This design comes from an exercise in tuning for small area, a short achievable clock period and few clock cycles per item on the open sky130 flow, not from production work. In this exercise RTL edits were held to simulation tests only and were not proved equivalent to the original. No activity file was given, so power comes from the tool's default toggle rates.

Setup of v1:
Design bloom_filter_optimized, start of the top module:
module bloom_filter_optimized #(
  parameter BIT_ARRAY_SIZE = 1024,
  parameter HASH_WIDTH     = $clog2(BIT_ARRAY_SIZE)
)(
  input  logic                clk,
  input  logic                rst_n,        
  input  logic                enable,       
  input  logic [31:0]         src_ip,       
  input  logic [31:0]         dest_ip,      
  input  logic [15:0]         tag,          
  output logic                safe,         
  output logic                output_valid, 
  output logic [63:0]         header,       
  output logic [15:0]         out_tag,      
  output logic                busy          
);
Size in the first run: about 7600 cells after synthesis, ~170 I/O pins.
clock: 14.0 ns
lec_check: 0
cap_margin: 20
core_margin: 2
core_utilization: 55
place_density: 0.7
slew_margin: 20
standard.sh (not shown) runs the stock make flow with config.mk's settings and CLKGATE_MAP_FILE= SYNTH_SCRIPT=/design/flow/synth_recipe.tcl, a recipe that flattens the netlist after the stock synthesis.
==> flow/flow/run.sh <==
#!/bin/bash
# Standard ORFS layout (the standard.sh), with the timing repair steps
# aiming for more setup slack than the design's clock period needs, plain
# buffers on the ports and a clock tree without dummy loads and with larger
# sink clusters.  The flow's output goes to its own log.
set -euo pipefail
bash standard.sh \
  SETUP_SLACK_MARGIN=10.1 \
  "BUFFER_PORTS_ARGS=-buffer_cell sky130_fd_sc_hd__buf_1" \
  "CTS_ARGS=-sink_clustering_enable -repair_clock_nets -dont_use_dummy_load -sink_clustering_size 35 -sink_clustering_max_diameter 70" \
  finish > standard_flow.log 2>&1
Testbench counts of v1, summed over its fixed seeds: cycles 12,048, items 12,000.
### v1 -> v12
Settings: PLACE_DENSITY changed from 0.7 to 0.6; CORE_UTILIZATION changed from 55 to 45.
-- flow/flow/run.sh --
<<< v1, line 8
  SETUP_SLACK_MARGIN=10.1 \
  "BUFFER_PORTS_ARGS=-buffer_cell sky130_fd_sc_hd__buf_1" \
  "CTS_ARGS=-sink_clustering_enable -repair_clock_nets -dont_use_dummy_load -sink_clustering_size 35 -sink_clustering_max_diameter 70" \
  finish > standard_flow.log 2>&1
>>> v12, line 8
  SETUP_SLACK_MARGIN=10.1 \
  "BUFFER_PORTS_ARGS=-buffer_cell sky130_fd_sc_hd__buf_1" \
  "CTS_ARGS=-sink_clustering_enable -repair_clock_nets -dont_use_dummy_load -sink_clustering_size 28 -sink_clustering_max_diameter 60" \
  finish > standard_flow.log 2>&1
Total routed wirelength on v12 is behind v1. Die area ended up about 22% higher on v12 than on v1. Power per unit of standard cell area, v12 and v1: smaller value in v1. Sum of met3 wire segment lengths after detailed routing of v12 falls short of that of v1 by a few percent. Worst setup slack came out lower on v12 than on v1. Compared v1 against v12; total area of multi-input combinational cells within noise. The lower overall power consumption came out of v1.
Changes in v19 relative to v12:
-- flow/flow/run.sh --
<<< v12, line 8
  SETUP_SLACK_MARGIN=10.1 \
  "BUFFER_PORTS_ARGS=-buffer_cell sky130_fd_sc_hd__buf_1" \
  "CTS_ARGS=-sink_clustering_enable -repair_clock_nets -dont_use_dummy_load -sink_clustering_size 28 -sink_clustering_max_diameter 60" \
  finish > standard_flow.log 2>&1
>>> v19, line 8
  SETUP_SLACK_MARGIN=10.1 \
  "BUFFER_PORTS_ARGS=-buffer_cell sky130_fd_sc_hd__buf_1" \
  "CTS_ARGS=-sink_clustering_enable -repair_clock_nets -dont_use_dummy_load -sink_clustering_size 35 -sink_clustering_max_diameter 70" \
  finish > standard_flow.log 2>&1
- v19 ended with every stage complete and zero timing, DRC or antenna violations.
- Taking v12 as the reference point, the share of power burned in registers of v19 rises by 0.5 points.
- The setup slack of v19 is higher than that of v12.
- Sort v19 and v12 by utilization, descending, and v12 comes first.
What v55 does differently from v19 at the input level:
Settings: a change of PLACE_DENSITY from 0.6 to 0.65; a change of CAP_MARGIN from 20 to 10; a change of CORE_UTILIZATION from 45 to 50; a change of SLEW_MARGIN from 20 to 10.
Results
- v55: clock buffer and inverter area fraction after layout is 0.22 points lower than what v19 reported.
- Reported for v55 and v19, proportion of register bits with asynchronous set or reset after synthesis turned out identical to the last digit.
- Compared with v19, v55 shows a higher global-route usage.
- Count of non-CTS buffers in the layout: higher on v19
- Sort v55 and v19 by area of all placed cells without fillers asc -> top: v55
- Comparing v19 against v55, there is no change at all in remaining global-route overflow.
- When v55 is measured against v19, its amount of wire on met3 after detailed routing turns out about 1.5% higher.

-- separate check: timing with driven ports --
How much do the figures lean on ideal ports? The routed layouts below were timed once more, with nothing changed but the port constraints. Step 1: set_driving_cell puts a clkbuf_16 on clk and a buf_2 on each other input, an assumption about the parent block. Step 2 moves the port delays by t, midway between the first and last clock arrival at a register: inputs arrive t later, outputs are due t later. That takes back most of the time a late clock gives input paths. Three values: ideal ports, drivers, drivers and shift; two values: the first two.
run	shift t [ns]	setup WS [ns]	worst hold slack (ns)	cell pins on the clock port's net
v1	0.820	9.940 / 9.865 / 10.219	0.247 / 0.247 / 0.247	1
v12	0.869	9.873 / 9.793 / 10.203	0.256 / 0.256 / 0.256	1
v19	0.844	9.897 / 9.812 / 10.169	0.276 / 0.276 / 0.276	1
v55	0.817	9.957 / 9.880 / 10.216	0.244 / 0.244 / 0.244	1
After both steps every run listed still meets setup and hold.
